Context: an optimization exercise on an open-source flow, tuned for small area. The choices shown serve that exercise and are no tape-out recipe.
The RTL was checked by simulation tests, not by an equivalence proof against the original design.
No activity file was given, so power comes from the tool's default toggle rates.

<file path="run.sh">
#!/bin/bash
# synth_recipe.tcl (not shown) runs the flow's synth.tcl, then flattens the netlist and writes it again
# the make line also repeats each setting of config.mk as NAME=value (left out here)
make -C /OpenROAD-flow-scripts/flow DESIGN_CONFIG=/design/flow/config.mk WORK_HOME=/design/flow/orfs CLKGATE_MAP_FILE= SYNTH_SCRIPT=/design/flow/synth_recipe.tcl finish
</file>
<file path="design.v">
`timescale 1ns / 1ps
module digits(input clk,rst,score_A,score_B,score_C,input [3:0] SA,SB,SC,output reg [3:0] ones,tens,output reg [2:0] thousands);
reg [9:0] temp_count;
always @(posedge clk) begin
    if (rst) begin
        temp_count <= 0;
        thousands  <= 3'b000;
        ones       <= 0;
        tens       <= 0;
    end
    else begin
        if (score_A) begin
            temp_count <= SA;
			thousands  <=3'b100;
        end 
		else if (score_B) begin
            temp_count <= SB;
			thousands  <=3'b010;
        end 
		else if (score_C) begin
            temp_count <= SC;
			thousands  <=3'b001;
        end 
		else begin
            temp_count <= 0;
            thousands  <=3'b000;
        end
        ones <= temp_count % 10;
        tens <= (temp_count / 10) % 10;
    end
end
endmodule
`timescale 1ns / 1ps
module seven_seg(input clk_100MHz,input rst,input [1:0] state,input [3:0]ones,tens,input [2:0] thousands,output reg [0:6] seg,output reg [3:0] digit);
    parameter ZERO  = 7'b000_0001;   
    parameter ONE   = 7'b100_1111;   
    parameter TWO   = 7'b001_0010;   
    parameter THREE = 7'b000_0110;   
    parameter FOUR  = 7'b100_1100;   
    parameter FIVE  = 7'b010_0100;   
    parameter SIX   = 7'b010_0000;   
    parameter SEVEN = 7'b000_1111;   
    parameter EIGHT = 7'b000_0000;   
    parameter NINE  = 7'b000_0100;   
    parameter BLANK = 7'b111_1110;   
    parameter DARK  = 7'b111_1111;   
    parameter REFRESH_LIMIT = 9;
    reg [1:0] digit_select;      
    reg [16:0] digit_timer;      
    always @(posedge clk_100MHz) begin
        if (rst) begin
            digit_timer <= 0;
            digit_select <= 0;
        end
		else if(digit_timer == REFRESH_LIMIT ) begin
			digit_timer <= 0;
			digit_select <=  digit_select + 1;
		end
		else
			digit_timer <=  digit_timer + 1;
	end
    always @(digit_select) begin
        case(digit_select) 
            2'b00 : digit = 4'b1110;  
            2'b01 : digit = 4'b1101;   
            2'b10 : digit = 4'b1011;   
            2'b11 : digit = 4'b0111;  
        endcase
    end
    always @* begin
        seg = DARK;
        case(digit_select)
            2'b00 : begin        
                        case(ones)
                            4'b0000 : seg = ZERO;
                            4'b0001 : seg = ONE;
                            4'b0010 : seg = TWO;
                            4'b0011 : seg = THREE;
                            4'b0100 : seg = FOUR;
                            4'b0101 : seg = FIVE;
                            4'b0110 : seg = SIX;
                            4'b0111 : seg = SEVEN;
                            4'b1000 : seg = EIGHT;
                            4'b1001 : seg = NINE;
                            default : seg = DARK;
                        endcase
                    end
            2'b01 : begin        
                        case(tens)
                            4'b0000 : seg = ZERO;
                            4'b0001 : seg = ONE;
                            4'b0010 : seg = TWO;
                            4'b0011 : seg = THREE;
                            4'b0100 : seg = FOUR;
                            4'b0101 : seg = FIVE;
                            4'b0110 : seg = SIX;
                            4'b0111 : seg = SEVEN;
                            4'b1000 : seg = EIGHT;
                            4'b1001 : seg = NINE;
                            default : seg = DARK;
                        endcase
                    end
            2'b10 : begin        
                        seg=BLANK;
                    end
            2'b11 : begin        
                        if(state==2'b10) begin
                            case(thousands)
                                3'b000 : seg = BLANK;
                                3'b100 : seg = 7'b000_1000;
                                3'b010 : seg = 7'b000_0000;
                                3'b001 : seg = 7'b011_0001;
                                default : seg = DARK;
                            endcase
                        end
                        else if(thousands==3'b000)
                                seg=BLANK;
                        else begin
                            case(thousands)
                                  3'b100 : seg = 7'b000_1000;
                                  3'b010 : seg = 7'b000_0000;
                                  3'b001 : seg = 7'b011_0001;
                                  default : seg = DARK;
                            endcase
                        end
                    end
        endcase
    end
endmodule
`timescale 1ns / 1ps
module buzzer(input clk,rst,A,B,C,score_on,score_A,score_B,score_C,inc,dec,output reg [2:0] led,output [0:6] seg,output [3:0] digit);
reg [3:0] SA;
reg [3:0] SB;
reg [3:0] SC;
wire flag = A | B | C;
wire [3:0]ones,tens;
wire [2:0] thousands;
parameter idle=0;
parameter press_done=1;
parameter score=2;
parameter HOLD_LIMIT = 5_000;     
parameter LED_LIMIT  = 30_000;    
parameter STEP_LIMIT = 2_500;     
reg [1:0]state;
reg [1:0] win;
reg [31:0] countA,countB,countC,count;
reg [31:0] temp;
digits d1(clk,rst,score_A,score_B,score_C,SA,SB,SC,ones,tens,thousands);
seven_seg s1(clk,rst,state,ones,tens,thousands,seg,digit);
always @(posedge clk) 
begin
  if (rst) begin
    SA<=0; SB<=0; SC<=0;
    state<=idle; win<=0; led<=3'b000;
    countA<=0; countB<=0; countC<=0; count<=0; temp<=0;
  end
  else
    case(state)
        idle: begin 
                if (score_on) begin
                    state<=score;
                end
                else begin
                    if(A) 
                    begin
                        if(countA<HOLD_LIMIT)
                            countA<=countA+1;
                         else begin
                            state<=press_done;
                            win<=1;
                        end            
                    end
                    if(B) 
                    begin
                        if(countB<HOLD_LIMIT)
                            countB<=countB+1;
                         else begin
                            state<=press_done;  
                            win<=2;
                        end                
                    end 
                    if(C) 
                    begin
                        if(countC<HOLD_LIMIT)
                            countC<=countC+1;
                         else begin
                            state<=press_done;  
                            win<=3;
                         end        
                    end
                    if (flag==0) begin
                        countA<=0;
                        countB<=0;
                        countC<=0;
                    end
                end
        end
        press_done: begin
            countA<=0;
            countB<=0;
            countC<=0;
            if(win==1) begin
                if (temp<LED_LIMIT) begin
                    led<=3'b100;
                    temp<=temp+1;
                end
                else begin
                    temp<=0;
                    led<=3'b000;
                    state<=idle;
                end
            end
            else if(win==2) begin
                if (temp<LED_LIMIT) begin
                    led<=3'b010;
                    temp<=temp+1;
                end
                else begin
                    temp<=0;
                    led<=3'b000;
                    state<=idle;
                end
            end
            else if(win==3) begin
                if (temp<LED_LIMIT) begin
                    led<=3'b001;
                    temp<=temp+1;
                end
                else begin
                    temp<=0;
                    led<=3'b000;
                    state<=idle;
                end
            end
        end
        score: begin
            if(score_on) begin
                if(score_A) begin
                    if(inc) begin
                        if(count<STEP_LIMIT) begin
                            count<=count+1;
                        end
                        else begin
                            if(count==STEP_LIMIT)
                                SA<=SA+1;
                            count<=0;
                        end
                    end
                    else if(dec) begin
                        if(count<STEP_LIMIT) begin
                            count<=count+1;
                        end
                        else begin
                            if(count==STEP_LIMIT)  begin
                                if(SA>0)
                                    SA<=SA-1;
                                count<=0;
                            end   
                        end
                    end
                    else
                        count<=0;
                end
                else if(score_B) begin
                    if(inc) begin
                        if(count<STEP_LIMIT) begin
                            count<=count+1;
                        end
                        else begin
                            if(count==STEP_LIMIT)
                                SB<=SB+1;
                            count<=0;
                        end
                    end
                    else if(dec) begin
                        if(count<STEP_LIMIT) begin
                            count<=count+1;
                        end
                        else begin
                            if(count==STEP_LIMIT) begin
                                if(SB>0)
                                    SB<=SB-1;
                                count<=0;
                            end
                        end
                    end
                    else
                        count<=0;
                end
                else if(score_C) begin
                    if(inc) begin
                        if(count<STEP_LIMIT) begin
                            count<=count+1;
                        end
                        else begin
                            if(count==STEP_LIMIT)
                                SC<=SC+1;
                            count<=0;
                        end
                    end
                    else if(dec) begin
                        if(count<STEP_LIMIT) begin
                            count<=count+1;
                        end
                        else begin
                            if(count==STEP_LIMIT) begin
                                if(SC>0)
                                    SC<=SC-1;
                                count<=0;
                             end   
                        end
                    end
                    else
                        count<=0;
                end                      
            end
			else begin
				state<=idle;
			end
        end
        default: ;
endcase   
end
endmodule
</file>
<file path="config.mk">
export PLATFORM = sky130hd
export DESIGN_NAME = buzzer
export DESIGN_NICKNAME = buzzer
export VERILOG_FILES = /design/flow/design.v
export SDC_FILE = /design/flow/constraint.sdc
export NUM_CORES = 4
export LEC_CHECK = 0
export CAP_MARGIN = 20
export CORE_MARGIN = 2
export CORE_UTILIZATION = 40
export SLEW_MARGIN = 20
</file>
<file path="constraint.sdc">
create_clock -name core_clock -period 10.0 [get_ports {clk}]
set_input_delay 2.0000 -clock core_clock [delete_from_list [all_inputs] [get_ports {clk}]]
set_output_delay 2.0000 -clock core_clock [all_outputs]
set_load 0.01 [all_outputs]
</file>
==> out/metrics.yaml <==
postPlaceCellArea_sq_mm: 0.0106
worst_pin_slew_ns: 0.977
hold_violations: 0
status: "complete, no violations"
total_leakage_power_nw: 4.13
port_buffers: 24
dr.first_iter.drc_count: 571
final_cell_mix: "dfxtp_1, nor2_1, a21oi_1"
clk_path_buf_depth: 3
p_total_mw: 1.83
cts_tree: "built"
wl_per_cell_um: 13.9
insertion_delay_ns: 0.51
cts_root_buf: "clkbuf_16"
io_pins: 25
crit_path_end_kind: "output pin"
slowest_stage: "clkdlybuf4s50_1"
num_antenna_cells: 0
synthCells: 1191
dp.cells: 1503
holdWs_ns: 0.465
pre_cts_ws_ns: 5.16
final_nets: 1250
synth.distinct_cells: 63
syn_area_sq_mm: 0.0101
maxSlewViolCount: 0
min_period_over_period: 0.437
cts_setup_buffers: 0
syn_nets: 1241
synth-main-ff-cell: "dfxtp_1"
ys_seq_area_frac: 0.422
drt-total-wl_mm: 21.5
arrival_ns: 2.37
drc_errors: 0
first_global_vias: 7745
grt_first_pass_wirelength_mm: 36.9
cp_num_buf_inv: 2
final_cells: 1547
design.die.area_sq_mm: 0.0265
cp.required_ns: 8.00
layout-drive-gt1-share: 0.0600
clock_skew_ns: 0.00973
setup_slack_ns: 5.63
rsz0062_at_grt: "no"
cts_hold_buf: 0
overflow: 0
max_stage_delay_ns: 0.52
design_area_sq_mm: 0.0114
syn_to_final_growth_pct: 13.2
numCtsBuffers: 25
htree_num_levels: 1
start_util: 0.404
relSlewSlack: 0.340
final_common_cell: "dfxtp_1"
vias: 8421
crit_family: "buffers and inverters"
drt_pass1_iterations: 5
maxCapViolations: 0
synth.avg_cell_area_sq_um: 8.48
die_w_um: 163
avgViaCountPerCell: 5.44
crit_type: "reg -> out"
layout_min_cycle_time_ns: 4.37
cp-start-kind: "flip-flop"
async_flop_share: 0
clkTransAtPathRegs_ns: 0.06
synth_seq_cells: 213
rows: 58
finalSetupViolations: 0
grt_use_total: 0.163
peakVddDrop_uv: 126
grt_max_degree: 38
power_per_cell_area_mw_per_mm2: 160
synth-edff-count: 0
die_h_um: 163
utilization: 0.458
antenna_found_initial: 0
cts-resized-gates: 0
antenna_left: 0
yosysWarningCount: 3
cts.sinks: 213
place_congestion: 0.781
core_region_area_sq_mm: 0.0250
fill_cells: 2456
clock.fmax_mhz: 229
hold_class: "reg -> reg"
place_hpwl_mm: 14.7
crit_path_cell_trace: "inv_1 -> ha_1 -> a21oi_1 -> a21o_1 -> clkdlybuf4s50_1"
setup-tns-final_ns: 0
crit_fanout: 9
[path summary, 6_finish.rpt]
| path | slack [ns] | depth (start not counted) | end | start |
|---|---|---|---|---|
| min reg2reg | 0.46 | 1 | countB[30]$_SDFFE_PP0P_ | countB[30]$_SDFFE_PP0P_ |
| max reg2reg | 6.89 | 7 | count[26]$_SDFFE_PP0P_ | count[12]$_SDFFE_PP0P_ |
| min | 0.46 | 1 | countB[30]$_SDFFE_PP0P_ | countB[30]$_SDFFE_PP0P_ |
| max | 5.63 | 5 | seg[4] | s1.digit_select[0]$_SDFFE_PP0P_ |
[cell usage after synthesis, drive strengths merged (25+ instances only)]
master	instances	area, sq um
a21oi	68	340
a31oi	25	156
and2	36	225
and3	28	175
clkbuf	38	143
dfxtp	213	4260
ha	36	450
inv	42	158
nand2	66	248
nand3	52	260
nand4	34	213
nor2	158	593
nor3	25	125
nor4	38	238
o21ai	60	300
xnor2	29	254
[sequential cells by signal (all words and copies together), names as in the netlist, 3 cells and up, named ones only]
name            cells
SA                  4
SB                  4
SC                  4
count              32
countA             32
countB             32
countC             32
d1.temp_count       4
d1.thousands        3
led                 3
s1.digit_timer     17
temp               32
[layer usage]
layer	GRT usage	wire length [um]
met5	0	0
met4	0.0430	353
met3	0.0242	754
met2	0.269	9820
met1	0.222	10600
[area by class of cell]
type	count	area (sq um)	area share
Clock inverter	3	18.8	0.00164
Timing Repair Buffer	29	273	0.0239
Clock buffer	41	806	0.0705
Tap cell	330	413	0.0361
Sequential cell	213	4260	0.373
Inverter	42	158	0.0138
Multi-Input combinational cell	889	5490	0.481
[power breakdown]
part           switching [mW]  leakage [nW]  internal (mW)
sequential            0.00515          1.72          0.853
clock                   0.347         0.411          0.545
combinational          0.0496          2.00         0.0246
total                   0.402          4.13           1.42
[logic make-up (layout without fill, tap and decap cells)]
logic type      after synthesis  after routing  synth area share
buf+inv                      89            115            0.0343
xor+xnor                     53             53            0.0460
fa+ha+maj                    39             39            0.0506
compound gates              261            261             0.167
simple gates                533            533             0.277
flops                       213            213             0.422
mux                           3              3           0.00310

## re-timing with driven ports
Ports are ideal in the flow. The routed layout listed here was re-timed in OpenROAD.
Step 1, drivers: a clkbuf_16 drives clk and a buf_2 each remaining input, both assumed.
Step 2 times the ports against the registers' clock, not the clock port: input delays grow and output delays shrink by t, the midpoint of the rising clock arrivals with the driver on.
a / b / c = no drivers / after step 1 / after step 2; a / b = the first two.
shift t [ns]: 0.552
setup slack, ns: 5.631 / 5.585 / 5.231
latest minus earliest clock arrival (ns): 0.012 / 0.011
slew at the worst register clock pin (ns): 0.06 / 0.06
worst data-port slew with drivers (ns): 0.04
After both steps this run still meets setup and hold. For this run, drivers alone change the setup slack by -0.046 ns; drivers and shift together by -0.400 ns.
